What follows belongs to an exercise in optimizing a design on an open flow for small area; a production flow would make more cautious choices.
Function was checked by simulation only, so behaviour that the tests miss may differ from the original.

==> flow/design.v (excerpt) <==
module top_level (
    input clk, reset,
    input logic signed [10:0] sig_modulated_fixed_real,
    input logic signed [10:0] sig_modulated_fixed_imag,
    input logic signed [10:0] demod_Lo_real,
    input logic signed [10:0] demod_Lo_imag,
    output logic signed [61:0] sig_demod_30_real,
    output logic signed [61:0] sig_demod_30_imag
);
logic [4:0] cnt;
wire last = (cnt == 5'd29);
wire is27 = (cnt == 5'd27);
wire fold = (cnt == 5'd28);
wire sel4 = (cnt >= 5'd2) && (cnt <= 5'd23);
wire sel2 = ~sel4 & ~is27;
wire xon = ~is27;
wire odd = (cnt <= 5'd1) || ((cnt >= 5'd6) && (cnt <= 5'd19)) || (cnt == 5'd24) || (cnt == 5'd25) || (cnt == 5'd26) || last;
wire wrap22 = (sig_modulated_fixed_real == 11'h400) && (sig_modulated_fixed_imag == 11'h400)
           && (demod_Lo_real == 11'h400) && (demod_Lo_imag == 11'h400);
wire [10:0] n_sig_modulated_fixed_real = ~sig_modulated_fixed_real;
wire [10:0] n_sig_modulated_fixed_imag = ~sig_modulated_fixed_imag;
wire [10:0] n_demod_Lo_real = ~demod_Lo_real;
wire [10:0] n_demod_Lo_imag = ~demod_Lo_imag;
wire [22:0] p_re, p_im;
logic [28:0] acc_re, acc_im, out_re, out_im;
logic [22:0] nxt_re, nxt_im;
wire [28:0] base_re = last ? {{5{nxt_re[22]}}, nxt_re, 1'b0} : acc_re;
wire [28:0] base_im = last ? {{5{nxt_im[22]}}, nxt_im, 1'b0} : acc_im;
wire [28:0] acc_next_re, acc_next_im, acc_nextn_re, acc_nextn_im;
wire pp1;
wire pp2;
wire pp3;
wire pp4;
wire pp5;
wire pp6;
wire pp7;
wire pp8;
wire pp9;
wire pp10;
wire pp11;
wire pp12;
wire pp13;
wire pp14;
wire pp15;
wire pp16;
wire pp17;
wire pp18;
wire pp19;
wire pp20;
wire pp21;
wire pp22;
wire pp23;
wire pp24;
wire pp25;
wire pp26;
wire pp27;
wire pp28;
wire pp29;
wire pp30;
wire pp31;
wire pp32;
wire pp33;
wire pp34;
wire pp35;
wire pp36;
wire pp37;
wire pp38;
wire pp39;
wire pp40;
wire pp41;
wire pp42;
wire pp43;
wire pp44;
wire pp45;
wire pp46;
wire pp47;
wire pp48;
wire pp49;
wire pp50;
wire pp51;
wire pp52;
wire pp53;
wire pp54;
wire pp55;
wire pp56;
wire pp57;
wire pp58;
wire pp59;
wire pp60;
wire pp61;
wire pp62;
wire pp63;
wire pp64;
wire pp65;
wire pp66;
wire pp67;
wire pp68;
wire pp69;
wire pp70;
wire pp71;
wire pp72;
wire pp73;
wire pp74;
wire pp75;
wire pp76;
wire pp77;
wire pp78;
wire pp79;
wire pp80;
wire pp81;
wire pp82;
wire pp83;
wire pp84;
wire pp85;
wire pp86;
wire pp87;
wire pp88;
wire pp89;
wire pp90;
wire pp91;
wire pp92;
wire pp93;
  ...
Size in the first run: about 170 flip-flops.
clock: 10.0 ns
lec_check: 0
cap_margin: 20
core_margin: 2
core_utilization: 50
cts_buf_list: sky130_fd_sc_hd__clkbuf_8
gpl_timing_driven: 0
setup_slack_margin: 0.1
slew_margin: 20
synth_hierarchical: 1
synth_minimum_keep_size: 0
standard.sh (not shown) runs the stock make flow with config.mk's settings and CLKGATE_MAP_FILE= SYNTH_SCRIPT=/design/flow/synth_recipe.tcl, a recipe that flattens the netlist after the stock synthesis.
==> flow/flow/run.sh <==
#!/bin/bash
# The standard layout with smaller port buffers: buffer_ports otherwise picks
# clkdlybuf4s50_1 for every port. Outputs get buf_1 (from a hook run before
# global placement), inputs buf_4.
set -euo pipefail
export PRE_GLOBAL_PLACE_TCL="$(pwd)/flow/hook_out.tcl"
export BUFFER_PORTS_ARGS="-inputs -buffer_cell sky130_fd_sc_hd__buf_4"
bash standard.sh > standard.log 2>&1
==> flow/flow/hook_out.tcl <==
# buffer the outputs with the smallest buffer; global_place.tcl then buffers the inputs
buffer_ports -outputs -buffer_cell sky130_fd_sc_hd__buf_1
The first run produced a clean layout.
Next try:
GPL_TIMING_DRIVEN = 1   (was 0)
SETUP_SLACK_MARGIN = 0.03   (was 0.1)
=>
- routed wire length shrinks by 6.4%
- design area shrinks by 1.8%
- via count shrinks by 5.0%
- critical path depth stays the same
- synthesized area does not change
- utilization shrinks by 0.99 points
Next try:
SETUP_SLACK_MARGIN = 0.1   (was 0.03)
What happened:
- The new run completed with no timing, DRC or antenna violations
- global-route usage is unchanged
- design area hardly moves
- wire length barely changes
- register-to-register slack gains 0.03 ns
- hold slack hardly moves
Next try:
CTS_CLUSTER_DIAMETER = 100   (was not set)
CTS_CLUSTER_SIZE = 30   (was not set)
Outcome: Synthesized cell count is unchanged; critical path depth does not change; global-route usage stays the same; cell area stays the same; via count is unchanged; final cell count does not change; area after synthesis does not change.

========
Another version of the RTL of top_level (not shown whole).
Size: roughly 170 flip-flops, about 170 I/O pins, roughly 25000 um^2 of cells after synthesis.
Design top_level, start of the top module:
module top_level (
    input clk, reset,
    input logic signed [10:0] sig_modulated_fixed_real,
    input logic signed [10:0] sig_modulated_fixed_imag,
    input logic signed [10:0] demod_Lo_real,
    input logic signed [10:0] demod_Lo_imag,
    output logic signed [61:0] sig_demod_30_real,
    output logic signed [61:0] sig_demod_30_imag
);
logic [4:0] cnt;
wire last = (cnt == 5'd29);
wire sel4 = (cnt >= 5'd2) && (cnt <= 5'd23);
wire odd = (cnt <= 5'd1) || ((cnt >= 5'd6) && (cnt <= 5'd19)) || (cnt == 5'd24) || (cnt == 5'd25) || (cnt == 5'd26) || last;
wire [21:0] p_re, p_im;
logic [28:0] acc_re, acc_im, out_re, out_im;
logic [22:0] nxt_re, nxt_im;
wire [28:0] base_re = last ? {{5{nxt_re[22]}}, nxt_re, 1'b0} : acc_re;
wire [28:0] base_im = last ? {{5{nxt_im[22]}}, nxt_im, 1'b0} : acc_im;
wire [28:0] acc_next_re, acc_next_im;
wire first2 = (cnt == 5'd27);
wire [22:0] nxt_next_re, nxt_next_im;
wire rs1;
wire rc2;
wire rs3;
wire rc4;
wire rs5;
wire rc6;
wire rs7;
wire rc8;
wire rs9;
wire rc10;
wire rs11;
wire rc12;
wire rs13;
wire rc14;
wire rs15;
wire rc16;
wire rs17;
wire rc18;
wire rs19;
wire rc20;
wire rs21;
wire rc22;
wire rs23;
wire rc24;
wire rs25;
wire rc26;
wire rs27;
wire rc28;
wire rs29;
wire rc30;
wire rs31;
wire rc32;
wire rs33;
wire rc34;
wire rs35;
wire rc36;
wire rs37;
wire rc38;
wire rs39;
wire rc40;
wire rs41;
wire rc42;
wire rs43;
wire rc44;
wire rs45;
wire rc46;
wire rs47;
wire rc48;
wire rs49;
wire rc50;
wire rs51;
wire rc52;
wire rs53;
wire rc54;
wire rs55;
wire rc56;
wire rs57;
wire rc58;
wire rs59;
wire rc60;
wire rs61;
wire rc62;
wire rs63;
wire rc64;
wire rs65;
wire rc66;
wire rs67;
wire rc68;
wire rs69;
wire rc70;
wire rs71;
wire rc72;
wire rs73;
wire rc74;
wire rs75;
wire rc76;
wire rs77;
wire rc78;
wire rs79;
wire rc80;
wire rs81;
wire rc82;
wire rs83;
wire rc84;
wire rs85;
wire rc86;
wire rs87;
wire rc88;
wire rs89;
wire rc90;
wire rs91;
wire rc92;
wire rs93;
wire rc94;
wire rs95;
wire rc96;
wire rs97;
wire rc98;
wire rs99;
wire rc100;
wire rs101;
wire rc102;
wire rs103;
wire rc104;
wire rs105;
wire rc106;
wire rs107;
wire rc108;
wire rs109;
wire rc110;
wire rs111;
wire rc112;
wire rs113;
wire rc114;
  ...
clock: 10.0 ns
lec_check: 0
cap_margin: 20
core_margin: 2
core_utilization: 50
cts_buf_list: sky130_fd_sc_hd__clkbuf_2 sky130_fd_sc_hd__clkbuf_4 sky130_fd_sc_hd__clkbuf_8
gpl_timing_driven: 0
setup_slack_margin: 0.1
slew_margin: 20
synth_hierarchical: 1
synth_minimum_keep_size: 0
==> flow/flow/run.sh <==
#!/bin/bash
# The standard layout, with smaller port buffers: buffer_ports otherwise picks
# clkdlybuf4s50_1 for every port.
set -euo pipefail
export BUFFER_PORTS_ARGS="-buffer_cell sky130_fd_sc_hd__buf_2"
bash standard.sh > standard.log 2>&1
The starting point finished with timing, DRC and antenna clean.
Change:
Settings changed: CTS_BUF_LIST sky130_fd_sc_hd__clkbuf_2 sky130_fd_sc_hd__clkbuf_4 sky130_fd_sc_hd__clkbuf_8 to default, SETUP_SLACK_MARGIN 0.1 to 0.2.
Effect: Routed wire length went up slightly. Cell area went up slightly. Global-route usage is about the same. First-iteration DRC count went up slightly. Setup slack improved by 0.12 ns. Worst hold slack got worse by 0.0035 ns. Synthesized area stays the same.
Change:
Settings changed: CTS_BUF_LIST from default to sky130_fd_sc_hd__clkbuf_8, SETUP_SLACK_MARGIN 0.2 to 0.1.
Result:
- wire length shrinks slightly
- non-clock buffer count went down by 7
- final cell count hardly moves
- synthesized cell count stays the same
- clock skew rose by 0.0031 ns
Change:
==> flow/run.sh (new file) <==
#!/bin/bash
# synth_recipe.tcl (not shown) runs the flow's synth.tcl, then flattens the netlist and writes it again
# the make line also repeats each setting of config.mk as NAME=value (left out here)
make -C /OpenROAD-flow-scripts/flow DESIGN_CONFIG=/design/flow/config.mk WORK_HOME=/design/flow/orfs CLKGATE_MAP_FILE= SYNTH_SCRIPT=/design/flow/synth_recipe.tcl finish
Settings changed: CTS_BUF_LIST sky130_fd_sc_hd__clkbuf_8 to default, SETUP_SLACK_MARGIN 0.1 to default.
removed: flow/flow/run.sh
removed: flow/standard.sh
=>
- The new run finished clean
- fmax fell by 0.35%
- first-iteration DRC count climbs by about 6%
- sequential cell count stays the same
- non-clock buffer count rose by 26
- global-route usage goes up by 1.1 points
- sequential share of layout area came out lower by 0.76 points
- via count rises by about 1.6%
- routed wire length climbs by 4.2%
Change:
Settings changed: GPL_TIMING_DRIVEN 0 to default.
=> The new run went through all stages and came out clean. Area after synthesis does not change. Die area stays the same. Critical path depth grows by 2. Global-route usage falls by 3.8 points. Synthesized cell count does not change. Fmax rose by 0.97%. Wire length goes down by 12%. Setup slack improves by 0.094 ns. Flip-flop and latch count stays the same.

==> afterwards: timing with drivers on the ports <==
The results above use ideal ports. As a check the final layouts listed here were re-extracted and re-timed, cells and wires unchanged.
Step 1, drivers: a clkbuf_16 drives clk and a buf_2 each remaining input, both assumed.
Step 2 also shifts input and output timing later by t, the mid clock arrival at the registers, as if the neighbouring blocks saw the same clock.
Slacks: ideal ports / drivers / drivers and shift; pairs: ideal ports / drivers.
| run | t, ns | setup slack, ns | clock arrival spread, ns | worst slew at a driven data input, ns |
|---|---|---|---|---|
| the first run of note 1 | 0.538 | 0.369 / 0.391 / -0.147 | 0.020 / 0.020 | 0.11 |
| the second run of note 1 | 0.549 | 0.452 / 0.468 / -0.081 | 0.016 / 0.016 | 0.06 |
| the third run of note 1 | 0.548 | 0.498 / 0.512 / -0.036 | 0.017 / 0.016 | 0.06 |
| the fourth run of note 1 | 0.548 | 0.498 / 0.512 / -0.036 | 0.017 / 0.016 | 0.06 |
| the first run of note 2 | 0.542 | 0.273 / 0.296 / -0.246 | 0.015 / 0.015 | 0.06 |
| the second run of note 2 | 0.495 | 0.396 / 0.408 / -0.088 | 0.011 / 0.011 | 0.08 |
| the third run of note 2 | 0.542 | 0.244 / 0.268 / -0.274 | 0.015 / 0.015 | 0.06 |
| the fourth run of note 2 | 0.501 | 0.210 / 0.242 / -0.259 | 0.016 / 0.016 | 0.04 |
| the fifth run of note 2 | 0.502 | 0.304 / 0.320 / -0.182 | 0.012 / 0.011 | 0.05 |
With both steps, setup timing fails in every run listed, where it was met with ideal ports.
